Source: an optimization exercise on an open RTL-to-GDS flow (aim: small area). Production flows keep margins and buffers that such runs may drop. The RTL was checked by simulation tests, not by an equivalence proof against the original design. No activity file was given, so power comes from the tool's default toggle rates.

File: flow/run.sh
#!/bin/bash
# Standard ORFS layout, with the combinational logic of the standard
# synthesis re-mapped by ABC for area. Registers (names, count, cell types)
# are left exactly as the standard synthesis made them.
set -euo pipefail
W=$(pwd)
F=$W/flow
LIB=$FLOW_HOME/platforms/$FLOW_PLATFORM/lib/sky130_fd_sc_hd__tt_025C_1v80.lib
R=$W/orfs/results/$FLOW_PLATFORM/topROM/base
YOSYS=$(command -v yosys || echo $FLOW_HOME/../tools/install/yosys/bin/yosys)

# 1. the standard synthesis, unchanged
bash standard.sh synth > $W/log_std_synth.txt 2>&1

# 2. re-map the combinational cells: each library cell is replaced by its
#    logic function, then ABC maps the logic again with an area script
python3 $F/gen_combmap.py $LIB $W/comb_map.v > $W/log_combmap.txt 2>&1
cp $R/1_2_yosys.v $W/std_1_2_yosys.v
$YOSYS -l $W/log_remap.txt -p "read_liberty -lib $LIB; read_verilog $W/std_1_2_yosys.v; hierarchy -top $FLOW_TOP; techmap -map $W/comb_map.v; techmap; opt -purge; abc -liberty $LIB $(cat $F/dontuse.txt) -script $F/remap.abc; opt_clean -purge; hilomap -singleton -hicell sky130_fd_sc_hd__conb_1 HI -locell sky130_fd_sc_hd__conb_1 LO; insbuf -buf sky130_fd_sc_hd__buf_4 A X; check -assert -mapped; tee -o $W/remap_stat.txt stat -liberty $LIB; write_verilog -noattr -nohex -nodec $W/remap_1_2_yosys.v" > /dev/null
cp $W/remap_1_2_yosys.v $R/1_2_yosys.v
rm -f $R/1_synth.odb

# 3. the rest of the standard layout from the re-mapped netlist
bash standard.sh finish > $W/log_std_finish.txt 2>&1
File: config.mk
export PLATFORM = sky130hd
export DESIGN_NAME = topROM
export DESIGN_NICKNAME = topROM
export VERILOG_FILES = /design/flow/design.v
export SDC_FILE = /design/flow/constraint.sdc
export NUM_CORES = 4
export LEC_CHECK = 0
export CAP_MARGIN = 20
export CORE_MARGIN = 2
export CORE_UTILIZATION = 40
export SLEW_MARGIN = 20
File: flow/remap.abc
strash
dc2
balance
rewrite
refactor
balance
rewrite
rewrite -z
balance
refactor -z
rewrite -z
balance
&get -n
&deepsyn -T 10
&put
dch -f
amap
topo
File: flow/gen_combmap.py
import re, sys
lib = open(sys.argv[1]).read()
out = []
# split into cells
for m in re.finditer(r'\n\s*cell\s*\(\s*"?([A-Za-z0-9_]+)"?\s*\)\s*\{', lib):
    name = m.group(1)
    start = m.end()
    depth = 1; i = start
    while depth:
        c = lib[i]
        if c == '{': depth += 1
        elif c == '}': depth -= 1
        i += 1
    body = lib[start:i]
    if re.search(r'\b(ff|latch|statetable|ff_bank)\s*\(', body): continue
    pins = []
    for pm in re.finditer(r'\n\s*pin\s*\(\s*"?([A-Za-z0-9_]+)"?\s*\)\s*\{', body):
        pn = pm.group(1); s = pm.end(); d = 1; j = s
        while d:
            c = body[j]
            if c == '{': d += 1
            elif c == '}': d -= 1
            j += 1
        pb = body[s:j]
        dm = re.search(r'direction\s*:\s*"?(\w+)"?', pb)
        fm = re.search(r'\bfunction\s*:\s*"([^"]*)"', pb)
        pins.append((pn, dm.group(1) if dm else None, fm.group(1) if fm else None))
    outs = [p for p in pins if p[1] == 'output']
    ins = [p for p in pins if p[1] == 'input']
    if not outs or any(p[2] is None for p in outs): continue
    if any(p[1] not in ('input','output') for p in pins): continue
    def conv(f):
        f = f.replace('!', '~').replace('+', '|').replace('*', '&')
        # juxtaposition AND: identifiers/parens separated by spaces without operator
        f = re.sub(r'([A-Za-z0-9_\)])\s+(?=[A-Za-z0-9_\(~])', r'\1 & ', f)
        return f
    ports = [p[0] for p in ins] + [p[0] for p in outs]
    s = 'module %s(%s);\n' % (name, ', '.join(ports))
    for p in ins: s += '  input %s;\n' % p[0]
    for p in outs: s += '  output %s;\n  assign %s = %s;\n' % (p[0], p[0], conv(p[2]))
    s += 'endmodule\n'
    out.append(s)
open(sys.argv[2], 'w').write(''.join(out))
print(len(out), 'cells')
File: design.v
module topROM #(parameter FPGAFREQ = 2_000)(
    input logic CLK,
    input logic nRST,
    input logic nPBTON,
    output logic HS,
    output logic VS,
    output logic [11:0] RGB
);
    logic [10:0] c;
    logic [9:0] v;
    logic [9:0] p;
    logic cwrap, vwrap;
    assign p = c[10:1];
    assign cwrap = c[10] & c[9] & c[6] & c[0];    
    assign vwrap = v[9] & v[3] & v[2] & v[0];     
    always_ff @(posedge CLK, negedge nRST) begin
        if (!nRST)
            c <= 11'd1601;
        else if (cwrap)
            c <= 11'd0;
        else
            c <= c + 11'd1;
    end
    always_ff @(posedge CLK, negedge nRST) begin
        if (!nRST)
            v <= 10'd525;
        else if (cwrap)
            v <= vwrap ? 10'd0 : v + 10'd1;
    end
    logic btn;       
    logic inc;       
    always_ff @(posedge CLK)
        btn <= ~nPBTON;
    generate
        if (FPGAFREQ == 2000) begin : g_lfsr
            logic [10:0] s;
            logic det;
            assign det = (s[9:0] == 10'b1111111100);
            always_ff @(posedge CLK, negedge nRST) begin
                if (!nRST)
                    s <= 11'd40;
                else
                    s <= {s[9:0], s[10] ^ s[1] ^ det};
            end
            assign inc = det & btn;
        end else begin : g_cnt
            localparam int HALF = FPGAFREQ / 2;
            localparam int PER = (HALF > 0) ? 2 * HALF : 2;
            logic [$clog2(PER+1)-1:0] k;
            logic pend;
            logic tick;
            assign tick = (k == PER'(HALF - 1));
            always_ff @(posedge CLK, negedge nRST) begin
                if (!nRST) begin
                    k <= '0;
                    pend <= 1'b0;
                end else begin
                    k <= (k == PER - 1) ? '0 : k + 1'b1;
                    if (tick)
                        pend <= ~nPBTON;
                    else if (c[0])
                        pend <= 1'b0;
                end
            end
            assign inc = pend & c[0] & ~tick;
        end
    endgenerate
    logic [3:0] d0, d1, d2;
    logic w0, w1, w2;
    assign w0 = d0[3] & d0[0];
    assign w1 = d1[3] & d1[0];
    assign w2 = d2[3] & d2[0];
    always_ff @(posedge CLK, negedge nRST) begin
        if (!nRST) begin
            d0 <= 4'd0;
            d1 <= 4'd0;
            d2 <= 4'd0;
        end else if (inc) begin
            d0 <= w0 ? 4'd0 : d0 + 4'd1;
            if (w0) begin
                d1 <= w1 ? 4'd0 : d1 + 4'd1;
                if (w1)
                    d2 <= w2 ? 4'd0 : d2 + 4'd1;
            end
        end
    end
    function automatic logic inr(input logic [9:0] x, input int lo, input int hi);
        logic ge, le;
        logic [9:0] kl, kh;
        kl = 10'(lo);
        kh = 10'(hi);
        ge = 1'b1;
        le = 1'b1;
        for (int i = 0; i < 10; i++) begin
            ge = kl[i] ? (x[i] & ge) : (x[i] | ge);
            le = kh[i] ? (~x[i] | le) : (~x[i] & le);
        end
        inr = ge & le;
    endfunction
    function automatic logic inr5(input logic [4:0] x, input int lo, input int hi);
        logic ge, le;
        logic [4:0] kl, kh;
        kl = 5'(lo);
        kh = 5'(hi);
        ge = 1'b1;
        le = 1'b1;
        for (int i = 0; i < 5; i++) begin
            ge = kl[i] ? (x[i] & ge) : (x[i] | ge);
            le = kh[i] ? (~x[i] | le) : (~x[i] & le);
        end
        inr5 = ge & le;
    endfunction
    logic [4:0] k, a;
    logic i1;            
    always_comb begin
        i1 = 1'b0;
        if (p < 10'd48)
            k = 5'd10;               
        else if (p < 10'd86)
            k = 5'd0;                
        else if (p < 10'd128) begin
            k = 5'd23;               
            i1 = 1'b1;
        end else if (p < 10'd164)
            k = 5'd16;               
        else if (p < 10'd256) begin
            k = 5'd7;                
            i1 = 1'b1;
        end else if (p < 10'd384)
            k = 5'd12;               
        else if (p < 10'd424)
            k = 5'd20;               
        else if (p < 10'd464) begin
            k = 5'd11;               
            i1 = 1'b1;
        end else if (p < 10'd504)
            k = 5'd4;                
        else if (p < 10'd544) begin
            k = 5'd27;               
            i1 = 1'b1;
        end else if (p < 10'd592)
            k = 5'd6;                
        else
            k = 5'd24;               
        a = p[4:0] - k;
    end
    logic [3:0] dg;
    logic sa, sb, sc, sd, se, sf, sg;
    logic xf, xl, xr, b7;
    logic ya, yg, yd, yu, yl;
    logic paint7;
    always_comb begin
        if (p < 10'd48)
            dg = d0;
        else if (p < 10'd96)
            dg = d1;
        else
            dg = d2;
    end
    assign sa = dg[3] | dg[1] | (dg[2] ~^ dg[0]);
    assign sb = ~dg[2] | (dg[1] ~^ dg[0]);
    assign sc = dg[2] | ~dg[1] | dg[0];
    assign sd = (~dg[2] & ~dg[0]) | (dg[1] & ~dg[0]) | (~dg[2] & dg[1]) | (dg[2] & ~dg[1] & dg[0]);
    assign se = ~dg[0] & (~dg[2] | dg[1]);
    assign sf = dg[3] | (~dg[1] & ~dg[0]) | (dg[2] & ~dg[1]) | (dg[2] & ~dg[0]);
    assign sg = dg[3] | (dg[2] ^ dg[1]) | (dg[1] & ~dg[0]);
    assign b7 = inr(p, 9, 41) | inr(p, 549, 581) | inr(p, 599, 631);
    assign xf = (b7 & (a != 5'd31)) | inr(p, 50, 80);
    assign xl = (b7 & (a <= 5'd5)) | inr(p, 50, 55);
    assign xr = (b7 & inr5(a, 25, 30)) | inr(p, 75, 80);
    assign ya = inr(v, 5, 10);
    assign yg = inr(v, 23, 27);
    assign yd = inr(v, 40, 45);
    assign yu = inr(v, 5, 27);
    assign yl = inr(v, 23, 45);
    assign paint7 = (xf & ((sa & ya) | (sg & yg) | (sd & yd))) |
                    (xr & ((sb & yu) | (sc & yl))) |
                    (xl & ((sf & yu) | (se & yl)));
    logic band, yok, y10;
    logic [6:0] vy;
    logic j0, j1, j3;
    logic [4:0] ky, b, e, f;
    logic cellcol, vbarcol, hrow, vrow, cellrow, dg1, dg2, s34;
    assign band = inr(p, 56, 111) | inr(p, 136, 191) | inr(p, 400, 455) | inr(p, 480, 535);
    assign y10 = p < 10'd128;                    
    assign yok = v < 10'd96;
    assign vy = y10 ? v[6:0] - 7'd5 : v[6:0];    
    always_comb begin
        j0 = 1'b0;
        j1 = 1'b0;
        j3 = 1'b0;
        if (vy < 7'd28) begin
            ky = 5'd9;           
            j0 = 1'b1;
        end else if (vy < 7'd47) begin
            ky = 5'd28;          
            j1 = 1'b1;
        end else if (vy < 7'd64)
            ky = 5'd15;          
        else begin
            ky = 5'd2;           
            j3 = 1'b1;
        end
        b = vy[4:0] - ky;
    end
    assign cellcol = a < 5'd20;
    assign vbarcol = inr5(a, 20, 22) | (a >= 5'd29);
    assign hrow = (j0 & (b >= 5'd29)) | ((j1 | j3) & inr5(b, 16, 18));
    assign vrow = ~b[4];
    assign cellrow = ~b[4] & (b[3:0] != 4'd0);
    assign e = a - b;
    assign f = a + b;
    assign dg1 = (e < 5'd4) & (a >= 5'd4) & ~(~i1 & j1 & (b == 5'd15));
    assign dg2 = inr5(f, 15, 18) & (b[3:0] != 4'd15);
    assign s34 = band & yok & ((cellcol & hrow) | (vbarcol & vrow) | (cellrow & (dg1 | dg2)));
    logic img;
    logic [4:0] ix;
    assign ix = a;
    assign img = inr(p, 300, 331) & (
            (((v == 10'd12)) & (inr5(ix, 12, 19))) |
            (((v == 10'd13) | (v == 10'd23)) & (inr5(ix, 9, 22))) |
            (((v == 10'd14)) & (inr5(ix, 8, 23))) |
            (((v == 10'd15) | (v == 10'd25)) & (inr5(ix, 8, 21))) |
            (((v == 10'd16) | (v == 10'd26) | (v == 10'd54) | (v == 10'd104)) & (inr5(ix, 10, 19))) |
            (((v == 10'd17)) & (inr5(ix, 12, 19) | inr5(ix, 21, 29))) |
            (((v == 10'd18)) & (inr5(ix, 9, 29))) |
            (((v == 10'd19)) & (inr5(ix, 9, 18) | inr5(ix, 20, 23))) |
            (((v == 10'd20) | (v == 10'd21) | (v == 10'd30) | (v == 10'd31) | (v == 10'd32) | (v == 10'd33)) & (inr5(ix, 9, 12) | inr5(ix, 15, 18))) |
            (((v == 10'd22)) & (inr5(ix, 9, 19))) |
            (((v == 10'd24)) & (inr5(ix, 6, 23))) |
            (((v == 10'd27)) & (inr5(ix, 1, 9) | inr5(ix, 12, 19))) |
            (((v == 10'd28)) & (inr5(ix, 1, 19))) |
            (((v == 10'd29)) & (inr5(ix, 5, 7) | inr5(ix, 9, 18))) |
            (((v == 10'd34)) & (inr5(ix, 6, 11) | inr5(ix, 14, 20))) |
            (((v == 10'd53) | (v == 10'd55) | (v == 10'd103) | (v == 10'd105)) & (inr5(ix, 11, 18))));
    logic vis, red, yel, blue, bg;
    assign vis = (p < 10'd640) && (v < 10'd480);
    assign red = paint7 & (p < 10'd48);
    assign yel = paint7 & (p >= 10'd512) & (p < 10'd592);
    assign blue = s34 | (paint7 & ~(p < 10'd48) & ~((p >= 10'd512) & (p < 10'd592)));
    assign bg = ~(red | yel | blue | img);
    assign RGB[11] = vis & (red | yel | img);
    assign RGB[10] = vis & (red | yel);
    assign RGB[9]  = vis & (red | yel | img);
    assign RGB[8]  = vis & (red | yel | img);
    assign RGB[7]  = vis & yel;
    assign RGB[6]  = vis & (yel | img);
    assign RGB[5]  = vis & (yel | bg);
    assign RGB[4]  = vis & yel;
    assign RGB[3]  = vis & (blue | img);
    assign RGB[2]  = vis & blue;
    assign RGB[1]  = vis & (blue | img);
    assign RGB[0]  = vis & blue;
    assign HS = ~((p >= 10'd655) && (p <= 10'd750));
    assign VS = ~((v >= 10'd489) && (v <= 10'd490));
endmodule
File: standard.sh
#!/bin/bash
# synth_recipe.tcl (not shown) runs the flow's synth.tcl, then flattens the netlist and writes it again
# the make line also repeats each setting of config.mk as NAME=value (left out here)
make -C /OpenROAD-flow-scripts/flow DESIGN_CONFIG=/design/flow/config.mk WORK_HOME=/design/flow/orfs CLKGATE_MAP_FILE= SYNTH_SCRIPT=/design/flow/synth_recipe.tcl "${@:-finish}"
File: constraint.sdc
create_clock -name core_clock -period 20.0 [get_ports {CLK}]
set_input_delay 4.0000 -clock core_clock [delete_from_list [all_inputs] [get_ports {CLK}]]
set_output_delay 4.0000 -clock core_clock [all_outputs]
set_load 0.01 [all_outputs]
File: flow/dontuse.txt
-dont_use sky130_fd_sc_hd__lpflow_bleeder_1 -dont_use sky130_fd_sc_hd__lpflow_clkbufkapwr_1 -dont_use sky130_fd_sc_hd__lpflow_clkbufkapwr_16 -dont_use sky130_fd_sc_hd__lpflow_clkbufkapwr_2 -dont_use sky130_fd_sc_hd__lpflow_clkbufkapwr_4 -dont_use sky130_fd_sc_hd__lpflow_clkbufkapwr_8 -dont_use sky130_fd_sc_hd__lpflow_clkinvkapwr_1 -dont_use sky130_fd_sc_hd__lpflow_clkinvkapwr_16 -dont_use sky130_fd_sc_hd__lpflow_clkinvkapwr_2 -dont_use sky130_fd_sc_hd__lpflow_clkinvkapwr_4 -dont_use sky130_fd_sc_hd__lpflow_clkinvkapwr_8 -dont_use sky130_fd_sc_hd__lpflow_decapkapwr_12 -dont_use sky130_fd_sc_hd__lpflow_decapkapwr_3 -dont_use sky130_fd_sc_hd__lpflow_decapkapwr_4 -dont_use sky130_fd_sc_hd__lpflow_decapkapwr_6 -dont_use sky130_fd_sc_hd__lpflow_decapkapwr_8 -dont_use sky130_fd_sc_hd__lpflow_inputiso0n_1 -dont_use sky130_fd_sc_hd__lpflow_inputiso0p_1 -dont_use sky130_fd_sc_hd__lpflow_inputiso1n_1 -dont_use sky130_fd_sc_hd__lpflow_inputiso1p_1 -dont_use sky130_fd_sc_hd__lpflow_inputisolatch_1 -dont_use sky130_fd_sc_hd__lpflow_isobufsrc_1 -dont_use sky130_fd_sc_hd__lpflow_isobufsrc_16 -dont_use sky130_fd_sc_hd__lpflow_isobufsrc_2 -dont_use sky130_fd_sc_hd__lpflow_isobufsrc_4 -dont_use sky130_fd_sc_hd__lpflow_isobufsrc_8 -dont_use sky130_fd_sc_hd__lpflow_isobufsrckapwr_16 -dont_use sky130_fd_sc_hd__lpflow_lsbuf_lh_hl_isowell_tap_1 -dont_use sky130_fd_sc_hd__lpflow_lsbuf_lh_hl_isowell_tap_2 -dont_use sky130_fd_sc_hd__lpflow_lsbuf_lh_hl_isowell_tap_4 -dont_use sky130_fd_sc_hd__lpflow_lsbuf_lh_isowell_4 -dont_use sky130_fd_sc_hd__lpflow_lsbuf_lh_isowell_tap_1 -dont_use sky130_fd_sc_hd__lpflow_lsbuf_lh_isowell_tap_2 -dont_use sky130_fd_sc_hd__lpflow_lsbuf_lh_isowell_tap_4 -dont_use sky130_fd_sc_hd__probe_p_8 -dont_use sky130_fd_sc_hd__probec_p_8 
==> results of run 1 <==
==> flip-flops by register name (all words and copies together) (netlist names) <==
name and count:
g_lfsr.s 11, d0 4, d2 4, c 11
v 10, btn 1, d1 4
==> metrics by stage <==
stage          setup WS, ns  std cells  area, µm²  utilization
6_report              8.484        615       3719       0.4549
5_1_grt               7.916        615       3719       0.4549
4_1_cts               8.524        615       3716       0.4545
3_5_place_dp          8.874        607       3598       0.4402
3_3_place_gp          8.668        607       3598       0.4402
2_1_floorplan         10.91        490       3342            -
==> metal layers <==
| metal | up-vias | track usage | routed length, µm |
|---|---|---|---|
| li1 | 1766 | - | - |
| met1 | 1666 | 0.3305 | 4602 |
| met2 | 142 | 0.3316 | 4084 |
| met3 | 39 | 0.03399 | 548 |
| met4 | 0 | 0.1071 | 465 |
| met5 | - | 0 | 0 |
==> worst max-delay path by stage <==
stage	to	slack, ns	startpoint
after CTS	RGB[5]	8.52	c[6]
final	RGB[5]	8.48	c[6]
after global placement	RGB[5]	8.67	c[6]
after global routing	RGB[5]	7.92	c[6]
after detailed placement	RGB[5]	8.87	c[6]
after floorplan	RGB[3]	10.91	c[6]
==> power groups by stage <==
stage	Sequential [mW]	Clock, mW	Combinational [mW]
4_1_cts	0.0911	0.0742	0.00212
3_3_place_gp	0.0928	0	0.00210
5_1_grt	0.0912	0.0782	0.00250
6_report	0.0911	0.0717	0.00202
3_5_place_dp	0.0928	0	0.00212
2_1_floorplan	0.0928	0	0.0000648
==> cell type report <==
cell class | count | area share
inverters | 63 | 0.06359
flip-flops and latches | 45 | 0.3048
clock inverters | 3 | 0.01312
clock buffers | 5 | 0.01851
multi-input cells | 377 | 0.5202
repair buffers | 17 | 0.04441
well taps | 105 | 0.03533
==> results.sh, run 1 <==
export IMPL_path_buf_inv=3
export IMPL_cp_slowest_stage_delay_ns=0.83
export IMPL_avgSynthCellArea_um2=6.820
export IMPL_clkSinkCount=45
export IMPL_drive_gt1_frac=0.03922
export IMPL_worstPathArrival_ns=7.52
export IMPL_io_pins=17
export IMPL_pwr_share_comb=0.012
export IMPL_drt_iter0_drc=282
export IMPL_post_cts_buffers=0
export IMPL_start_kind="flop"
export IMPL_final_min_clock_period_ns=11.52
export IMPL_path_max_fanout=10
export IMPL_n_fill_cell=856
export IMPL_p_leak_nw=1.401
export IMPL_holdPathEnd="g_lfsr.s[1]"
export IMPL_seq_power_share=0.553
export IMPL_cp_depth=24
export IMPL_max_cap_violations=0
export IMPL_core_area_um2=8175
export IMPL_syn2layout_area_growth_pct=11.27
export IMPL_finalPower_uw=164.8
export IMPL_cts_hold_buffers=0
export IMPL_status="timing/DRC/antenna clean"
export IMPL_initial_utilization=0.4088
export IMPL_cp_slowest_cell="a2111oi_0"
export IMPL_finalCritPeriodShare=0.5758
export IMPL_tightest_slew_ns=1.048
export IMPL_path_cells="clkinv_1, nor2_1, o21ai_0, or3_1, a31oi_1, a31oi_1, nor3_1, nand2_1, o21ai_0, o21ai_0, o21ai_0, clkinv_1, nor2_1, o2111ai_1, or4_1, o2111ai_1, o41a_1, nor3_1, nand2_1, a21oi_1, a2111oi_0, nor4b_1, or2_0, clkdlybuf4s50_1"
export IMPL_dieArea_um2=9102
export IMPL_r2r_end="v[9]"
export IMPL_drv_slew=0
export IMPL_worstSetupPathType="reg -> out"
export IMPL_max_slew_margin=0.2831
export IMPL_rsz0062_at_grt="false"
export IMPL_whs_ns=0.3776
export IMPL_setup_tns_ns=0
export IMPL_ys_warn_count=1
export IMPL_finalSetupViolCount=0
export IMPL_power_frac_clock=0.435
export IMPL_whs_path_depth=0
export IMPL_dr_total_vias=3613
export IMPL_hold_path_class="reg -> reg"
export IMPL_ctsLongestPathBuffers=2
export IMPL_antenna_found_initial=0
export IMPL_clock_latency_ns=0.30
export IMPL_syn_instance_count=490
export IMPL_place_congestion=0.9851
export IMPL_dr_pass1_iters=6
export IMPL_r2r_start="c[10]"
export IMPL_die_width_um=95.41
export IMPL_crit_family="compound AO/OA/AOI/OAI gates"
export IMPL_hold_start="g_lfsr.s[0]"
export IMPL_diodes=0
export IMPL_grt_pass1_vias=3369
export IMPL_vias_per_cell=5.875
export IMPL_core_rowCount=33
export IMPL_switching_share=0.2142
export IMPL_regArea_um2=1134
export IMPL_final_common_cell="nor2_1"
export IMPL_ctsResizeCount=0
export IMPL_rrSetupSlack_ns=17.08
export IMPL_p_int_uw=129.5
export IMPL_nets=512
export IMPL_cp_common_cell="o21ai_0"
export IMPL_cp_required_ns=16.00
export IMPL_grt_overflow=0
export IMPL_drt_wl_total_mm=9.700
export IMPL_synth_nets=493
export IMPL_finClkSkew_ns=0.005021
export IMPL_cts_made_buffers=5
export IMPL_p_sw_uw=35.31
export IMPL_drc=0
export IMPL_h_tree_depth=2
export IMPL_setup_worst_path_end_class="primary output"
export IMPL_dpl_hpwl_mm=7.768
export IMPL_cts_root_buf="clkbuf_8"
export IMPL_netlist_area_um2=3342
export IMPL_ant_nets=0
export IMPL_finalHoldViolations=0
export IMPL_fmax_ghz=0.08684
export IMPL_dieHeight_um=95.41
export IMPL_r2r_cells=13
export IMPL_grt_util_all_layers=0.2276
export IMPL_cts_tree="done"
export IMPL_powerDensity_nw_per_um2=44.32
export IMPL_wl_per_cell_um=15.77
export IMPL_grt_pass1_wl_mm=16.33
export IMPL_multiInputGateArea_um2=1934
export IMPL_path_clk_slew_ns=0.09
export IMPL_numPortBuffers=16
export IMPL_irDropWorstVdd_v=0.00003849
export IMPL_final_cell_mix="nor2_1 (109), clkinv_1 (63), nand2_1 (52), a21oi_1 (39), dfrtp_1 (34)"
export IMPL_grt_max_degree=45
==> run 2, diff against run 1 <==
--- a/design.v
+++ b/design.v
@@ -15,3 +15,3 @@
     assign vwrap = v[9] & v[3] & v[2] & v[0];     
-    always_ff @(posedge CLK, negedge nRST) begin
+    always_ff @(posedge CLK) begin
         if (!nRST)
@@ -23,3 +23,3 @@
     end
-    always_ff @(posedge CLK, negedge nRST) begin
+    always_ff @(posedge CLK) begin
         if (!nRST)
@@ -38,3 +38,3 @@
             assign det = (s[9:0] == 10'b1111111100);
-            always_ff @(posedge CLK, negedge nRST) begin
+            always_ff @(posedge CLK) begin
                 if (!nRST)
@@ -52,3 +52,3 @@
             assign tick = (k == PER'(HALF - 1));
-            always_ff @(posedge CLK, negedge nRST) begin
+            always_ff @(posedge CLK) begin
                 if (!nRST) begin
@@ -72,3 +72,3 @@
     assign w2 = d2[3] & d2[0];
-    always_ff @(posedge CLK, negedge nRST) begin
+    always_ff @(posedge CLK) begin
         if (!nRST) begin
==> flow/run.sh (replaced) <==
#!/bin/bash
# Standard ORFS layout, with the combinational logic of the standard
# synthesis re-mapped by ABC for area. Registers (names, count, cell types)
# are left exactly as the standard synthesis made them.
set -euo pipefail
W=$(pwd)
F=$W/flow
LIB=$FLOW_HOME/platforms/$FLOW_PLATFORM/lib/sky130_fd_sc_hd__tt_025C_1v80.lib
R=$W/orfs/results/$FLOW_PLATFORM/topROM/base
YOSYS=$(command -v yosys || echo $FLOW_HOME/../tools/install/yosys/bin/yosys)

# 1. the standard synthesis, unchanged
bash standard.sh synth > $W/log_std_synth.txt 2>&1

# 2. re-map the combinational cells: each library cell is replaced by its
#    logic function, then ABC maps the logic again with an area script;
#    four runs with different seeds, keeping the smallest netlist
python3 $F/gen_combmap.py $LIB $W/comb_map.v > $W/log_combmap.txt 2>&1
cp $R/1_2_yosys.v $W/std_1_2_yosys.v
for s in 1 2 3 4; do
  sed "s/SEED/$s/" $F/remap.abc > $W/remap_$s.abc
  $YOSYS -l $W/log_remap_$s.txt -p "read_liberty -lib $LIB; read_verilog $W/std_1_2_yosys.v; hierarchy -top $FLOW_TOP; techmap -map $W/comb_map.v; techmap; opt -purge; abc -liberty $LIB $(cat $F/dontuse.txt) -script $W/remap_$s.abc; opt_clean -purge; hilomap -singleton -hicell sky130_fd_sc_hd__conb_1 HI -locell sky130_fd_sc_hd__conb_1 LO; insbuf -buf sky130_fd_sc_hd__buf_4 A X; check -assert -mapped; tee -o $W/remap_stat_$s.txt stat -liberty $LIB; write_verilog -noattr -nohex -nodec $W/remap_$s.v" > /dev/null 2>&1 &
done
wait
best=$(for s in 1 2 3 4; do [ -s $W/remap_$s.v ] && echo "$(grep 'Chip area' $W/remap_stat_$s.txt | awk '{print $NF}') $s"; done | sort -g | head -1 | awk '{print $2}')
echo "best seed $best" > $W/log_remap_best.txt
cp $W/remap_$best.v $R/1_2_yosys.v
rm -f $R/1_synth.odb

# 3. the rest of the standard layout from the re-mapped netlist, with the
#    smallest buffer on each port and no dummy loads in the clock tree
export BUFFER_PORTS_ARGS="-buffer_cell sky130_fd_sc_hd__buf_1"
export CTS_ARGS="-sink_clustering_enable -repair_clock_nets -dont_use_dummy_load -sink_clustering_size 50 -sink_clustering_max_diameter 500 -buf_list sky130_fd_sc_hd__clkbuf_8"
bash standard.sh finish > $W/log_std_finish.txt 2>&1
--- a/flow/remap.abc
+++ b/flow/remap.abc
@@ -13,3 +13,3 @@
 &get -n
-&deepsyn -T 10
+&deepsyn -T 60 -S SEED
 &put
==> results.sh, run 2 <==
export IMPL_r2r_cells=14
export IMPL_dr_pass1_iters=5
export IMPL_nets=533
export IMPL_seq_power_share=0.358
export IMPL_grt_util_all_layers=0.2162
export IMPL_cts_root_buf="clkbuf_8"
export IMPL_path_buf_inv=3
export IMPL_hold_start="g_lfsr.s[0]"
export IMPL_clock_latency_ns=0.30
export IMPL_io_pins=17
export IMPL_worstSetupPathType="reg -> out"
export IMPL_cts_made_buffers=5
export IMPL_switching_share=0.4607
export IMPL_drt_wl_total_mm=9.086
export IMPL_synth_nets=514
export IMPL_start_kind="flop"
export IMPL_final_min_clock_period_ns=10.19
export IMPL_irDropWorstVdd_v=0.00004004
export IMPL_crit_family="compound AO/OA/AOI/OAI gates"
export IMPL_rrSetupSlack_ns=17.02
export IMPL_max_cap_violations=0
export IMPL_cts_tree="done"
export IMPL_grt_overflow=0
export IMPL_drt_iter0_drc=383
export IMPL_core_area_um2=7727
export IMPL_drc=0
export IMPL_finalCritPeriodShare=0.5096
export IMPL_power_frac_clock=0.172
export IMPL_whs_path_depth=2
export IMPL_numPortBuffers=16
export IMPL_initial_utilization=0.4148
export IMPL_holdPathEnd="g_lfsr.s[1]"
export IMPL_syn_instance_count=511
export IMPL_p_leak_nw=1.101
export IMPL_hold_path_class="reg -> reg"
export IMPL_setup_worst_path_end_class="primary output"
export IMPL_finClkSkew_ns=0.01628
export IMPL_place_congestion=0.9758
export IMPL_grt_pass1_wl_mm=15.46
export IMPL_path_clk_slew_ns=0.09
export IMPL_final_cell_area_um2=3432
export IMPL_status="timing/DRC/antenna clean"
export IMPL_cp_slowest_stage_delay_ns=0.67
export IMPL_dieArea_um2=8746
export IMPL_diodes=0
export IMPL_grt_pass1_vias=3324
export IMPL_setup_tns_ns=0
export IMPL_ctsLongestPathBuffers=2
export IMPL_dr_total_vias=3689
export IMPL_ant_nets=0
export IMPL_r2r_end="v[8]"
export IMPL_finalHoldViolations=0
export IMPL_p_int_uw=160.2
export IMPL_final_cell_mix="nor2_1 (125), clkinv_1 (68), nand2_1 (47), dfxtp_1 (45), o21ai_0 (41)"
export IMPL_grt_max_degree=17
export IMPL_path_max_fanout=10
export IMPL_vias_per_cell=5.856
export IMPL_powerDensity_nw_per_um2=86.55
export IMPL_syn2layout_area_growth_pct=7.065
export IMPL_finalSetupViolCount=0
export IMPL_wl_per_cell_um=14.42
export IMPL_netlist_area_um2=3206
export IMPL_clkSinkCount=45
export IMPL_final_common_cell="nor2_1"
export IMPL_die_width_um=93.52
export IMPL_rsz0062_at_grt="false"
export IMPL_h_tree_depth=2
export IMPL_fin_util=0.4441
export IMPL_antenna_found_initial=0
export IMPL_cts_hold_buffers=0
export IMPL_ys_warn_count=1
export IMPL_cp_required_ns=16.00
export IMPL_cp_slowest_cell="a2111oi_0"
export IMPL_dpl_instance_area_um2=3363
export IMPL_max_slew_margin=0.3958
export IMPL_ctsResizeCount=0
export IMPL_dpl_hpwl_mm=7.076
export IMPL_core_rowCount=32
export IMPL_post_cts_buffers=0
export IMPL_largestRegisters="c x11, g_lfsr.s x11, v x10"
export IMPL_avgSynthCellArea_um2=6.273
export IMPL_worstPathArrival_ns=6.19
export IMPL_drive_gt1_frac=0.01136
export IMPL_r2r_start="c[6]"
export IMPL_dieHeight_um=93.52
export IMPL_p_sw_uw=136.8
export IMPL_n_fill_cell=811
export IMPL_tightest_slew_ns=0.8968
export IMPL_drv_slew=0
export IMPL_pwr_share_comb=0.471
export IMPL_fmax_ghz=0.09811
==> run 2: final cells by class <==
type | instances | area (µm²) | area share
multi-input cells | 393 | 2012 | 0.5862
clock buffers | 5 | 68.82 | 0.02005
flip-flops and latches | 45 | 900.9 | 0.2625
well taps | 102 | 127.6 | 0.03719
inverters | 68 | 255.2 | 0.07437
repair buffers | 17 | 67.56 | 0.01969
==> run 2: per-stage QoR <==
stage / hold WS (ns) / total power, mW / worst slack (ns) / instances
after floorplan: 0.3822 / 0.2094 / 11.26 / 511
after global placement: 0.4124 / 0.2443 / 10.28 / 625
after detailed placement: 0.4117 / 0.2428 / 10.35 / 625
after CTS: 0.4299 / 0.2943 / 10.01 / 630
after global routing: 0.4422 / 0.3192 / 9.227 / 630
final: 0.4255 / 0.2970 / 9.808 / 630
==> run 2: power groups by stage <==
stage / Clock, mW / Sequential (mW) / Combinational (mW)
floorplan: 0 / 0.105 / 0.105
global placement: 0 / 0.108 / 0.136
detailed placement: 0 / 0.108 / 0.135
CTS: 0.0525 / 0.106 / 0.136
global route: 0.0545 / 0.107 / 0.157
finish: 0.0510 / 0.106 / 0.140
==> run 2: per-layer routing <==
layer	part of all wire	track usage	up-vias	routed length [µm]
li1	-	-	1852	-
met2	0.44	0.3411	180	3985
met4	0.029	0.09069	0	267
met5	0	0	-	0
met1	0.46	0.2910	1633	4181
met3	0.072	0.03626	24	652
==> run 2: how the worst max path moves through the flow <==
stage / startpoint / endpoint / slack [ns] / cells past startpoint
after floorplan: c[6] / RGB[3] / 11.26 / 26
after global placement: c[6] / RGB[3] / 10.28 / 26
after detailed placement: c[6] / RGB[3] / 10.35 / 26
after CTS: c[6] / RGB[3] / 10.01 / 26
after global routing: c[6] / RGB[1] / 9.23 / 27
final: c[6] / RGB[3] / 9.81 / 26
==> run 2: worst reg2reg max path: stages, from the launching register on <==
cell and delay, ns:
dfxtp_1 0.49, clkinv_1 0.35, nor2_1 0.28, nand3_1 0.25
nor2_1 0.20, clkinv_1 0.13, nor2_1 0.18, clkinv_1 0.11
nor2_1 0.15, nand2_1 0.14, nor2_1 0.18, clkinv_1 0.10
nor2_1 0.13, nor2_1 0.05, nor3_1 0.17
==> run 3, diff against run 2 <==
--- a/flow/run.sh
+++ b/flow/run.sh
@@ -32,3 +32,3 @@
 export BUFFER_PORTS_ARGS="-buffer_cell sky130_fd_sc_hd__buf_1"
-export CTS_ARGS="-sink_clustering_enable -repair_clock_nets -dont_use_dummy_load -sink_clustering_size 50 -sink_clustering_max_diameter 500 -buf_list sky130_fd_sc_hd__clkbuf_8"
+export CTS_ARGS="-sink_clustering_enable -repair_clock_nets -dont_use_dummy_load"
 bash standard.sh finish > $W/log_std_finish.txt 2>&1
==> results.sh, run 3 <==
export IMPL_status="timing/DRC/antenna clean"
export IMPL_post_cts_buffers=0
export IMPL_path_clk_slew_ns=0.09
export IMPL_setup_worst_path_end_class="primary output"
export IMPL_setup_tns_ns=0
export IMPL_grt_overflow=0
export IMPL_cts_root_buf="clkbuf_8"
export IMPL_hold_path_class="reg -> reg"
export IMPL_avgSynthCellArea_um2=6.273
export IMPL_cp_slowest_stage_delay_ns=0.67
export IMPL_drc=0
export IMPL_final_common_cell="nor2_1"
export IMPL_drive_gt1_frac=0.01136
export IMPL_syn_instance_count=511
export IMPL_syn2layout_area_growth_pct=7.065
export IMPL_ys_warn_count=1
export IMPL_cts_made_buffers=5
export IMPL_worstSetupPathType="reg -> out"
export IMPL_cp_required_ns=16.00
export IMPL_core_rowCount=32
export IMPL_vias_per_cell=5.856
export IMPL_ctsLongestPathBuffers=2
export IMPL_finalHoldViolations=0
export IMPL_max_cap_violations=0
export IMPL_largestRegisters="c x11, g_lfsr.s x11, v x10"
export IMPL_clock_latency_ns=0.30
export IMPL_antenna_found_initial=0
export IMPL_core_area_um2=7727
export IMPL_dr_pass1_iters=5
export IMPL_dpl_hpwl_mm=7.076
export IMPL_irDropWorstVdd_v=0.00004004
export IMPL_dr_total_vias=3689
export IMPL_regArea_um2=900.9
export IMPL_drv_slew=0
export IMPL_dieArea_um2=8746
export IMPL_powerDensity_nw_per_um2=86.55
export IMPL_cts_tree="done"
export IMPL_fmax_ghz=0.09811
export IMPL_start_kind="flop"
export IMPL_whs_path_depth=2
export IMPL_numPortBuffers=16
export IMPL_grt_max_degree=17
export IMPL_final_cell_mix="nor2_1 (125), clkinv_1 (68), nand2_1 (47), dfxtp_1 (45), o21ai_0 (41)"
export IMPL_finClkSkew_ns=0.01628
export IMPL_rsz0062_at_grt="false"
export IMPL_grt_util_all_layers=0.2162
export IMPL_r2r_start="c[6]"
export IMPL_nets=533
export IMPL_netlist_area_um2=3206
export IMPL_finalCritPeriodShare=0.5096
export IMPL_n_fill_cell=811
export IMPL_rrSetupSlack_ns=17.02
export IMPL_synth_nets=514
export IMPL_dieHeight_um=93.52
export IMPL_path_buf_inv=3
export IMPL_finalSetupViolCount=0
export IMPL_cp_slowest_cell="a2111oi_0"
export IMPL_wl_per_cell_um=14.42
export IMPL_diodes=0
export IMPL_holdPathEnd="g_lfsr.s[1]"
export IMPL_die_width_um=93.52
export IMPL_worstPathArrival_ns=6.19
export IMPL_max_slew_margin=0.3958
export IMPL_ant_nets=0
export IMPL_multiInputGateArea_um2=2012
export IMPL_r2r_cells=14
export IMPL_io_pins=17
export IMPL_grt_pass1_wl_mm=15.46
export IMPL_drt_iter0_drc=383
export IMPL_crit_family="compound AO/OA/AOI/OAI gates"
export IMPL_place_congestion=0.9758
export IMPL_h_tree_depth=2
export IMPL_fin_util=0.4441
export IMPL_clkSinkCount=45
export IMPL_cts_hold_buffers=0
export IMPL_grt_pass1_vias=3324
export IMPL_path_max_fanout=10
export IMPL_ctsResizeCount=0
export IMPL_initial_utilization=0.4148
export IMPL_hold_start="g_lfsr.s[0]"
export IMPL_final_min_clock_period_ns=10.19
export IMPL_r2r_end="v[8]"
export IMPL_drt_wl_total_mm=9.086
export IMPL_p_leak_nw=1.101
export IMPL_tightest_slew_ns=0.8968
run 3: metal layers:
metal / part of all wire / up-vias / global-route usage / wire (µm)
li1: - / 1852 / - / -
met5: 0 / - / 0 / 0
met4: 0.029 / 0 / 0.09069 / 267
met3: 0.072 / 24 / 0.03626 / 652
met2: 0.44 / 180 / 0.3411 / 3985
met1: 0.46 / 1633 / 0.2910 / 4181
run 3: layout make-up:
cell class / instances / share of cell area
Clock buffer: 5 / 0.02005
Sequential cell: 45 / 0.2625
Multi-Input combinational cell: 393 / 0.5862
Tap cell: 102 / 0.03719
Timing Repair Buffer: 17 / 0.01969
Inverter: 68 / 0.07437
run 3: worst max path at each step:
stage | endpoint | cells past startpoint | from
after global placement | RGB[3] | 26 | c[6]
after detailed placement | RGB[3] | 26 | c[6]
after CTS | RGB[3] | 26 | c[6]
final | RGB[3] | 26 | c[6]
after global routing | RGB[1] | 27 | c[6]
after floorplan | RGB[3] | 26 | c[6]
run 3: tightest hold or removal path: cells and delay by family (launching register included):
family	cells	cell delay [ns]
buf+inv	1	0.05
flops	1	0.31
simple gates	1	0.03
run 3: metrics by stage:
stage,area (µm²),power [mW],hold slack [ns],worst slack (ns),cells
floorplan,3206,0.2094,0.3822,11.26,511
CTS,3432,0.2943,0.4299,10.01,630
global route,3432,0.3192,0.4422,9.227,630
detailed placement,3363,0.2428,0.4117,10.35,625
global placement,3363,0.2443,0.4124,10.28,625
finish,3432,0.2970,0.4255,9.808,630
run 3: report_power, final:
| group | leakage [nW] | internal [mW] | switching [mW] |
|---|---|---|---|
| clock | 0.0359 | 0.0226 | 0.0284 |
| combinational | 0.698 | 0.0419 | 0.0979 |
| sequential | 0.367 | 0.0957 | 0.0106 |
| total | 1.10 | 0.160 | 0.137 |
==> run 4, diff against run 3 <==
--- a/flow/run.sh
+++ b/flow/run.sh
@@ -32,3 +32,3 @@
 export BUFFER_PORTS_ARGS="-buffer_cell sky130_fd_sc_hd__buf_1"
-export CTS_ARGS="-sink_clustering_enable -repair_clock_nets -dont_use_dummy_load"
+export CTS_ARGS="-sink_clustering_enable -repair_clock_nets -dont_use_dummy_load -sink_clustering_size 50 -sink_clustering_max_diameter 500 -buf_list sky130_fd_sc_hd__clkbuf_16"
 bash standard.sh finish > $W/log_std_finish.txt 2>&1
==> results.sh, run 4 <==
export IMPL_status="timing/DRC/antenna clean"
export IMPL_grt_util_all_layers=0.2184
export IMPL_drc=0
export IMPL_place_ws_ns=10.35
export IMPL_initial_utilization=0.4148
export IMPL_tightest_slew_ns=0.8797
export IMPL_place_congestion=0.9758
export IMPL_dr_pass1_iters=7
export IMPL_core_rowCount=32
export IMPL_nets=533
export IMPL_cp_required_ns=16.00
export IMPL_finalHoldViolations=0
export IMPL_grt_max_degree=17
export IMPL_dpl_hpwl_mm=7.076
export IMPL_cts_tree="done"
export IMPL_dieArea_um2=8746
export IMPL_final_min_clock_period_ns=10.06
export IMPL_netlist_area_um2=3206
export IMPL_ys_warn_count=1
export IMPL_rsz0062_at_grt="false"
export IMPL_finalSetupViolCount=0
export IMPL_final_cell_area_um2=3488
export IMPL_clkSinkCount=45
export IMPL_wl_per_cell_um=14.42
export IMPL_grt_pass1_wl_mm=15.51
export IMPL_worstSetupPathType="reg -> out"
export IMPL_synth_nets=514
export IMPL_vias_per_cell=5.824
export IMPL_irDropWorstVdd_v=0.00004198
export IMPL_finClkSkew_ns=0.009304
export IMPL_p_leak_nw=1.127
export IMPL_h_tree_depth=2
export IMPL_ctsResizeCount=0
export IMPL_io_pins=17
export IMPL_cts_root_buf="clkbuf_16"
export IMPL_die_width_um=93.52
export IMPL_start_kind="flop"
export IMPL_fin_ws_ns=9.941
export IMPL_core_area_um2=7727
export IMPL_worstPathArrival_ns=6.06
export IMPL_dpl_instance_area_um2=3363
export IMPL_syn_instance_count=511
export IMPL_antenna_found_initial=0
export IMPL_drive_gt1_frac=0.01136
export IMPL_max_cap_violations=0
export IMPL_drv_slew=0
export IMPL_grt_overflow=0
export IMPL_final_cell_mix="nor2_1 (125), clkinv_1 (68), nand2_1 (47), dfxtp_1 (45), o21ai_0 (41)"
export IMPL_fmax_ghz=0.09941
export IMPL_hold_path_class="reg -> reg"
export IMPL_max_slew_margin=0.4073
export IMPL_dp_cells=625
export IMPL_drt_iter0_drc=478
export IMPL_finalCritPeriodShare=0.5030
export IMPL_setup_tns_ns=0
export IMPL_fin_cells=630
export IMPL_avgSynthCellArea_um2=6.273
export IMPL_diodes=0
export IMPL_grt_pass1_vias=3331
export IMPL_finalPower_uw=320.9
export IMPL_cts_hold_buffers=0
export IMPL_drt_wl_total_mm=9.086
export IMPL_path_max_fanout=10
export IMPL_numPortBuffers=16
export IMPL_path_clk_slew_ns=0.06
export IMPL_post_cts_buffers=0
export IMPL_dr_total_vias=3669
export IMPL_syn2layout_area_growth_pct=8.821
export IMPL_dieHeight_um=93.52
export IMPL_cts_made_buffers=5
export IMPL_setup_worst_path_end_class="primary output"
export IMPL_ant_nets=0
export IMPL_largestRegisters="c x11, g_lfsr.s x11, v x10"
export IMPL_powerDensity_nw_per_um2=91.99
export IMPL_ctsLongestPathBuffers=2
export IMPL_clock_latency_ns=0.28
export IMPL_final_common_cell="nor2_1"
run 4: area by class of cell:
cell class | count | area, µm²
clock buffer | 5 | 125.1
fill | 803 | 4239
inverter | 68 | 255.2
multi-input combinational | 393 | 2012
sequential | 45 | 900.9
tap | 102 | 127.6
timing repair buffer | 17 | 67.56
run 4: stage by stage:
step | hold slack (ns) | utilization
2_1_floorplan | 0.3822 | -
3_3_place_gp | 0.4124 | 0.4352
3_5_place_dp | 0.4117 | 0.4352
4_1_cts | 0.4254 | 0.4514
5_1_grt | 0.4377 | 0.4514
6_report | 0.4215 | 0.4514
run 4: report_power, final:
part / total [mW] / internal, mW / leakage (nW) / switching, mW
Sequential: 0.106 / 0.0958 / 0.367 / 0.0104
Combinational: 0.140 / 0.0419 / 0.698 / 0.0976
Clock: 0.0750 / 0.0442 / 0.0616 / 0.0309
run 4: worst max-delay path, cell delays in order (launching register included):
cell and delay (ns):
dfxtp_1 0.47, clkinv_1 0.33, nor2_1 0.28, nor2_1 0.07, a2111oi_0 0.63, nor2_1 0.18
a21oi_1 0.36, nor2_1 0.07, a21oi_1 0.16, nand2_1 0.08, o21ai_0 0.10, nand2_1 0.09
o21ai_0 0.11, nand2_1 0.10, o21ai_0 0.10, nand2_1 0.07, o21ai_0 0.11, nor2_1 0.06
a21oi_1 0.41, clkinv_1 0.30, a2111o_1 0.46, o221ai_1 0.20, a311oi_1 0.11, or4_1 0.44
o21ai_0 0.14, or2_0 0.17, buf_1 0.15
run 4: path summary, 6_finish.rpt:
path / start / endpoint / slack (ns) / depth (start not counted)
worst max-delay path: c[6] / RGB[3] / 9.94 / 26
worst min register to register: g_lfsr.s[0] / g_lfsr.s[1] / 0.42 / 2
worst min-delay path: g_lfsr.s[0] / g_lfsr.s[1] / 0.42 / 2
worst max register to register: c[6] / v[8] / 17.05 / 14
run 4: routing by layer:
layer  global-route usage  up-vias  part of all wire
met4              0.09804        0             0.031
met5                    0        -                 0
met1               0.2920     1642              0.47
li1                     -     1847                 -
met3              0.03868       22             0.065
met2               0.3423      158              0.44
==> run 5, diff against run 4 <==
--- a/design.v
+++ b/design.v
@@ -179,5 +179,4 @@
     logic band, yok, y10;
-    logic [6:0] vy;
     logic j0, j1, j3;
-    logic [4:0] ky, b, e, f;
+    logic [4:0] ky, b;
     logic cellcol, vbarcol, hrow, vrow, cellrow, dg1, dg2, s34;
@@ -186,3 +185,2 @@
     assign yok = v < 10'd96;
-    assign vy = y10 ? v[6:0] - 7'd5 : v[6:0];    
     always_comb begin
@@ -191,15 +189,15 @@
         j3 = 1'b0;
-        if (vy < 7'd28) begin
-            ky = 5'd9;           
+        if (y10 ? (v < 10'd32) : (v < 10'd28)) begin
+            ky = y10 ? 5'd14 : 5'd9;         
             j0 = 1'b1;
-        end else if (vy < 7'd47) begin
-            ky = 5'd28;          
+        end else if (y10 ? (v < 10'd52) : (v < 10'd47)) begin
+            ky = y10 ? 5'd1 : 5'd28;         
             j1 = 1'b1;
-        end else if (vy < 7'd64)
-            ky = 5'd15;          
+        end else if (y10 ? (v < 10'd68) : (v < 10'd64))
+            ky = y10 ? 5'd20 : 5'd15;        
         else begin
-            ky = 5'd2;           
+            ky = y10 ? 5'd7 : 5'd2;          
             j3 = 1'b1;
         end
-        b = vy[4:0] - ky;
+        b = v[4:0] - ky;
     end
@@ -210,6 +208,5 @@
     assign cellrow = ~b[4] & (b[3:0] != 4'd0);
-    assign e = a - b;
-    assign f = a + b;
-    assign dg1 = (e < 5'd4) & (a >= 5'd4) & ~(~i1 & j1 & (b == 5'd15));
-    assign dg2 = inr5(f, 15, 18) & (b[3:0] != 4'd15);
+    localparam logic [1023:0] DIAG = 1024'h40026006700e781e3c3c1e780ff007e003c007e00ff01e783c3c781e700060004000000000000000000000000000000000000000000000000000000000008000c002e006f00e781e3c3c1e780ff007e003c007e00ff01e783c3c781e7000600040000000;
+    assign dg1 = DIAG[{~i1 & j1, a, b[3:0]}];
+    assign dg2 = 1'b0;
     assign s34 = band & yok & ((cellcol & hrow) | (vbarcol & vrow) | (cellrow & (dg1 | dg2)));
--- a/flow/run.sh
+++ b/flow/run.sh
@@ -16,11 +16,13 @@
 #    logic function, then ABC maps the logic again with an area script;
-#    four runs with different seeds, keeping the smallest netlist
+#    eight runs with different seeds, four at a time, keeping the smallest
+#    netlist
 python3 $F/gen_combmap.py $LIB $W/comb_map.v > $W/log_combmap.txt 2>&1
 cp $R/1_2_yosys.v $W/std_1_2_yosys.v
-for s in 1 2 3 4; do
+for s in 1 2 3 4 5 6 7 8; do
   sed "s/SEED/$s/" $F/remap.abc > $W/remap_$s.abc
   $YOSYS -l $W/log_remap_$s.txt -p "read_liberty -lib $LIB; read_verilog $W/std_1_2_yosys.v; hierarchy -top $FLOW_TOP; techmap -map $W/comb_map.v; techmap; opt -purge; abc -liberty $LIB $(cat $F/dontuse.txt) -script $W/remap_$s.abc; opt_clean -purge; hilomap -singleton -hicell sky130_fd_sc_hd__conb_1 HI -locell sky130_fd_sc_hd__conb_1 LO; insbuf -buf sky130_fd_sc_hd__buf_4 A X; check -assert -mapped; tee -o $W/remap_stat_$s.txt stat -liberty $LIB; write_verilog -noattr -nohex -nodec $W/remap_$s.v" > /dev/null 2>&1 &
+  if [ $s = 4 ]; then wait; fi
 done
 wait
-best=$(for s in 1 2 3 4; do [ -s $W/remap_$s.v ] && echo "$(grep 'Chip area' $W/remap_stat_$s.txt | awk '{print $NF}') $s"; done | sort -g | head -1 | awk '{print $2}')
+best=$(for s in 1 2 3 4 5 6 7 8; do [ -s $W/remap_$s.v ] && echo "$(grep 'Chip area' $W/remap_stat_$s.txt | awk '{print $NF}') $s"; done | sort -g | head -1 | awk '{print $2}')
 echo "best seed $best" > $W/log_remap_best.txt
@@ -32,3 +34,3 @@
 export BUFFER_PORTS_ARGS="-buffer_cell sky130_fd_sc_hd__buf_1"
-export CTS_ARGS="-sink_clustering_enable -repair_clock_nets -dont_use_dummy_load -sink_clustering_size 50 -sink_clustering_max_diameter 500 -buf_list sky130_fd_sc_hd__clkbuf_16"
+export CTS_ARGS="-sink_clustering_enable -repair_clock_nets -dont_use_dummy_load -buf_list {sky130_fd_sc_hd__clkbuf_4 sky130_fd_sc_hd__clkbuf_8}"
 bash standard.sh finish > $W/log_std_finish.txt 2>&1
==> results.sh, run 5 <==
export IMPL_cts_hold_buffers=0
export IMPL_cts_tree="done"
export IMPL_final_cell_area_um2=3349
export IMPL_setup_worst_path_end_class="primary output"
export IMPL_path_max_fanout=11
export IMPL_whs_ns=0.3948
export IMPL_irDropWorstVdd_v=0.00004320
export IMPL_dpl_hpwl_mm=6.893
export IMPL_clock_latency_ns=0.29
export IMPL_start_kind="flop"
export IMPL_antenna_found_initial=0
export IMPL_fin_util=0.4380
export IMPL_clkSinkCount=45
export IMPL_initial_utilization=0.4084
export IMPL_post_cts_buffers=0
export IMPL_cp_required_ns=16.00
export IMPL_grt_util_all_layers=0.2115
export IMPL_final_min_clock_period_ns=9.219
export IMPL_tightest_slew_ns=0.7703
export IMPL_worstSetupPathType="reg -> out"
export IMPL_cts_root_buf="clkbuf_8"
export IMPL_powerDensity_nw_per_um2=88.15
export IMPL_avgSynthCellArea_um2=6.360
export IMPL_grt_max_degree=16
export IMPL_dieArea_um2=8530
export IMPL_n_fill_cell=823
export IMPL_path_clk_slew_ns=0.08
export IMPL_hold_path_class="reg -> reg"
export IMPL_die_width_um=92.36
export IMPL_ant_nets=0
export IMPL_io_pins=17
export IMPL_h_tree_depth=2
export IMPL_place_congestion=0.9566
export IMPL_finalHoldViolations=0
export IMPL_syn2layout_area_growth_pct=7.252
export IMPL_p_leak_nw=1.079
export IMPL_synth_nets=494
export IMPL_wl_per_cell_um=14.36
export IMPL_status="timing/DRC/antenna clean"
export IMPL_drt_wl_total_mm=8.762
export IMPL_drv_slew=0
export IMPL_numPortBuffers=16
export IMPL_rsz0062_at_grt="false"
export IMPL_final_cell_mix="nor2_1 (109), clkinv_1 (63), nand2_1 (56), o21ai_0 (47), dfxtp_1 (45)"
export IMPL_max_cap_violations=0
export IMPL_max_slew_margin=0.4810
export IMPL_core_rowCount=32
export IMPL_syn_instance_count=491
export IMPL_final_common_cell="nor2_1"
export IMPL_finalCritPeriodShare=0.4609
export IMPL_ctsResizeCount=0
export IMPL_largestRegisters="c x11, g_lfsr.s x11, v x10"
export IMPL_finClkSkew_ns=0.01890
export IMPL_cts_made_buffers=5
export IMPL_ys_warn_count=1
export IMPL_core_area_um2=7647
export IMPL_setup_tns_ns=0
export IMPL_diodes=0
export IMPL_dieHeight_um=92.36
export IMPL_grt_pass1_vias=3195
export IMPL_dr_pass1_iters=7
export IMPL_netlist_area_um2=3123
export IMPL_finalSetupViolCount=0
export IMPL_dr_total_vias=3582
export IMPL_fmax_ghz=0.1085
export IMPL_ctsLongestPathBuffers=2
export IMPL_drt_iter0_drc=326
export IMPL_worstPathArrival_ns=5.22
export IMPL_vias_per_cell=5.872
export IMPL_grt_overflow=0
export IMPL_drc=0
export IMPL_grt_pass1_wl_mm=14.88
export IMPL_dpl_instance_area_um2=3281
export IMPL_nets=513
export IMPL_drive_gt1_frac=0.01181
run 5: power breakdown:
part	internal (mW)	switching [mW]	total [mW]	leakage, nW
Sequential	0.0950	0.0103	0.105	0.367
Clock	0.0225	0.0270	0.0496	0.0359
Combinational	0.0444	0.0960	0.140	0.676
Total	0.162	0.133	0.295	1.08
run 5: stage by stage:
| step | instances | setup WS, ns | power [mW] |
|---|---|---|---|
| finish | 610 | 10.78 | 0.2953 |
| global route | 610 | 10.27 | 0.3182 |
| CTS | 610 | 10.87 | 0.2935 |
| detailed placement | 605 | 11.25 | 0.2426 |
| global placement | 605 | 11.15 | 0.2420 |
| floorplan | 491 | 11.80 | 0.2102 |
run 5: layout make-up:
cell class | instances | area [µm²] | area share
multi-input cells | 378 | 1948 | 0.5816
flip-flops and latches | 45 | 900.9 | 0.2690
inverters | 63 | 236.5 | 0.07060
well taps | 102 | 127.6 | 0.03810
clock buffers | 5 | 68.82 | 0.02055
repair buffers | 17 | 67.56 | 0.02017
run 5: worst paths after layout:
kind	cells after the start	startpoint	slack, ns	end
worst max-delay path	23	v[3]	10.78	RGB[5]
worst min-delay path	1	c[0]	0.39	c[0]
worst max register to register	10	c[10]	16.95	v[8]
worst min register to register	1	c[0]	0.39	c[0]
run 5: worst max-delay path, stage by stage, from the launching register on:
cell	delay [ns]
dfxtp_1	0.58
clkinv_1	0.43
nor2_1	0.42
clkinv_1	0.14
nand2_1	0.09
a31oi_1	0.13
nor3_1	0.30
nor2_1	0.12
o21ai_0	0.41
nor2_1	0.09
a21oi_1	0.16
nand2_1	0.08
o21ai_0	0.11
nand2_1	0.12
a31oi_1	0.26
nor2_1	0.07
o21a_1	0.18
o32a_1	0.28
o221ai_1	0.18
a21oi_1	0.09
o21ai_0	0.28
or2_0	0.20
nor2_1	0.06
buf_1	0.12
run 5: metal layers:
layer | part of all wire | global-route usage | vias up
met1 | 0.46 | 0.2812 | 1628
met3 | 0.060 | 0.02685 | 21
met2 | 0.45 | 0.3552 | 148
met4 | 0.024 | 0.06965 | 0
met5 | 0 | 0 | -
li1 | - | - | 1785
==> run 6, diff against run 5 <==
--- a/flow/run.sh
+++ b/flow/run.sh
@@ -26,3 +26,3 @@
 wait
-best=$(for s in 1 2 3 4 5 6 7 8; do [ -s $W/remap_$s.v ] && echo "$(grep 'Chip area' $W/remap_stat_$s.txt | awk '{print $NF}') $s"; done | sort -g | head -1 | awk '{print $2}')
+best=$(for s in 1 2 3 4 5 6 7 8; do if [ -s $W/remap_$s.v ]; then echo "$(grep 'Chip area' $W/remap_stat_$s.txt | awk '{print $NF}') $s"; fi; done | sort -g | awk 'NR==1{print $2}')
 echo "best seed $best" > $W/log_remap_best.txt
==> results.sh, run 6 <==
export IMPL_status="timing/DRC/antenna clean"
export IMPL_cts_made_buffers=5
export IMPL_dr_pass1_iters=5
export IMPL_whs_ns=0.3926
export IMPL_final_cell_area_um2=3364
export IMPL_post_cts_buffers=0
export IMPL_dpl_instance_area_um2=3296
export IMPL_path_max_fanout=10
export IMPL_clkSinkCount=45
export IMPL_max_cap_violations=0
export IMPL_die_width_um=92.57
export IMPL_finalPower_uw=291.9
export IMPL_diodes=0
export IMPL_path_buf_inv=4
export IMPL_syn2layout_area_growth_pct=7.217
export IMPL_antenna_found_initial=0
export IMPL_dr_total_vias=3590
export IMPL_place_ws_ns=10.33
export IMPL_n_fill_cell=848
export IMPL_finClkSkew_ns=0.03395
export IMPL_grt_util_all_layers=0.2145
export IMPL_cts_root_buf="clkbuf_8"
export IMPL_start_kind="flop"
export IMPL_dp_cells=614
export IMPL_rsz0062_at_grt="false"
export IMPL_p_leak_nw=1.120
export IMPL_nets=522
export IMPL_endpoint="RGB[5]"
export IMPL_cp_common_cell="a21oi_1"
export IMPL_ctsResizeCount=0
export IMPL_rrSetupSlack_ns=16.47
export IMPL_grt_overflow=0
export IMPL_place_congestion=0.9254
export IMPL_numPortBuffers=16
export IMPL_dieArea_um2=8569
export IMPL_final_common_cell="nor2_1"
export IMPL_final_cell_mix="nor2_1 (111), clkinv_1 (68), nand2_1 (50), o21ai_0 (45), dfxtp_1 (45)"
export IMPL_core_area_um2=7647
export IMPL_cp_depth=29
export IMPL_regArea_um2=900.9
export IMPL_fmax_ghz=0.09871
export IMPL_ctsLongestPathBuffers=2
export IMPL_crit_family="compound AO/OA/AOI/OAI gates"
export IMPL_finalSetupViolCount=0
export IMPL_drc=0
export IMPL_max_slew_margin=0.5027
export IMPL_finalHoldViolations=0
export IMPL_h_tree_depth=2
export IMPL_fin_util=0.4400
export IMPL_cp_slowest_stage_delay_ns=0.55
export IMPL_worstSetupPathType="reg -> out"
export IMPL_grt_pass1_vias=3301
export IMPL_worstPathArrival_ns=6.13
export IMPL_dpl_hpwl_mm=7.011
export IMPL_largestRegisters="c x11, g_lfsr.s x11, v x10"
export IMPL_setup_worst_path_end_class="primary output"
export IMPL_wl_per_cell_um=14.21
export IMPL_r2r_end="v[9]"
export IMPL_avgSynthCellArea_um2=6.276
export IMPL_r2r_cells=10
export IMPL_worstSetupStartpoint="v[3]"
export IMPL_cp_slowest_cell="dfxtp_1"
export IMPL_ant_nets=0
export IMPL_cp_required_ns=16.00
export IMPL_setup_tns_ns=0
export IMPL_drv_slew=0
export IMPL_drt_iter0_drc=347
export IMPL_multiInputGateArea_um2=1944
export IMPL_path_clk_slew_ns=0.09
export IMPL_grt_max_degree=18
export IMPL_drt_wl_total_mm=8.799
export IMPL_grt_pass1_wl_mm=15.13
export IMPL_initial_utilization=0.4103
export IMPL_drive_gt1_frac=0.01161
export IMPL_powerDensity_nw_per_um2=86.77
export IMPL_tightest_slew_ns=0.7459
export IMPL_clock_latency_ns=0.30
export IMPL_irDropWorstVdd_v=0.00003425
export IMPL_final_min_clock_period_ns=10.13
export IMPL_ys_warn_count=1
export IMPL_vias_per_cell=5.800
export IMPL_core_rowCount=32
export IMPL_hold_path_class="reg -> reg"
export IMPL_netlist_area_um2=3138
export IMPL_syn_instance_count=500
export IMPL_r2r_start="c[10]"
export IMPL_io_pins=17
export IMPL_fin_cells=619
export IMPL_cts_hold_buffers=0
export IMPL_cts_tree="done"
export IMPL_dieHeight_um=92.57
export IMPL_fin_ws_ns=9.869
export IMPL_finalCritPeriodShare=0.5066
export IMPL_synth_nets=503
==> run 6: power breakdown <==
part	internal [mW]	switching [mW]	total, mW
Sequential	0.0952	0.0103	0.106
Combinational	0.0416	0.0951	0.137
Clock	0.0226	0.0272	0.0498
==> run 6: final cells by class <==
class / instances / area share
well taps: 102 / 0.03793
multi-input cells: 382 / 0.5779
clock buffers: 5 / 0.02045
flip-flops and latches: 45 / 0.2678
inverters: 68 / 0.07586
repair buffers: 17 / 0.02008
==> run 6: worst min path at each step <==
stage / to / cells past startpoint / start
2_1_floorplan: c[0] / 1 / c[0]
3_3_place_gp: c[0] / 1 / c[0]
3_5_place_dp: c[0] / 1 / c[0]
4_1_cts: c[0] / 1 / c[0]
5_1_grt: c[0] / 1 / c[0]
6_report: c[0] / 1 / c[0]
==> run 6: worst register-to-register path, cell delays in order, from the launching register on <==
cell and delay, ns:
dfxtp_1 0.54, clkinv_1 0.24, nor4_1 0.66, clkinv_1 0.35
nor2_1 0.33, nand2_1 0.16, nor4_1 0.52, nand2_1 0.20
nor3_1 0.27, nor2_1 0.06, o21ai_0 0.13
==> run 6: routing by layer <==
metal | share of wire | track usage | vias to the layer above
met5 | 0 | 0 | -
met4 | 0.031 | 0.1082 | 0
met3 | 0.061 | 0.03011 | 29
met2 | 0.44 | 0.3358 | 131
met1 | 0.46 | 0.2878 | 1607
li1 | - | - | 1823

static timing again, ports no longer ideal:
No port has a modelled driver above. Below, the same layouts with a new extraction and two added sets of constraints. Step 1 (the two cells are an assumption about what drives the block):
set clk [get_ports {CLK}]
set_driving_cell -lib_cell sky130_fd_sc_hd__clkbuf_16 $clk
set_driving_cell -lib_cell sky130_fd_sc_hd__buf_2 [delete_from_list [all_inputs] $clk]
Step 2 also shifts input and output timing later by t, the mid clock arrival at the registers, as if the neighbouring blocks saw the same clock. Slacks: ideal / step 1 / step 2; pairs: ideal / step 1.
run	t (ns)	setup slack, ns	worst setup path after step 2
run 1	0.333	8.484 / 8.453 / 8.785	register to output
run 2	0.319	9.808 / 9.777 / 10.096	register to output
run 3	0.319	9.808 / 9.777 / 10.096	register to output
run 4	0.312	9.941 / 9.905 / 10.217	register to output
run 5	0.315	10.781 / 10.752 / 11.067	register to output
run 6	0.308	9.869 / 9.839 / 10.147	register to output
After both steps every run listed still meets setup and hold.
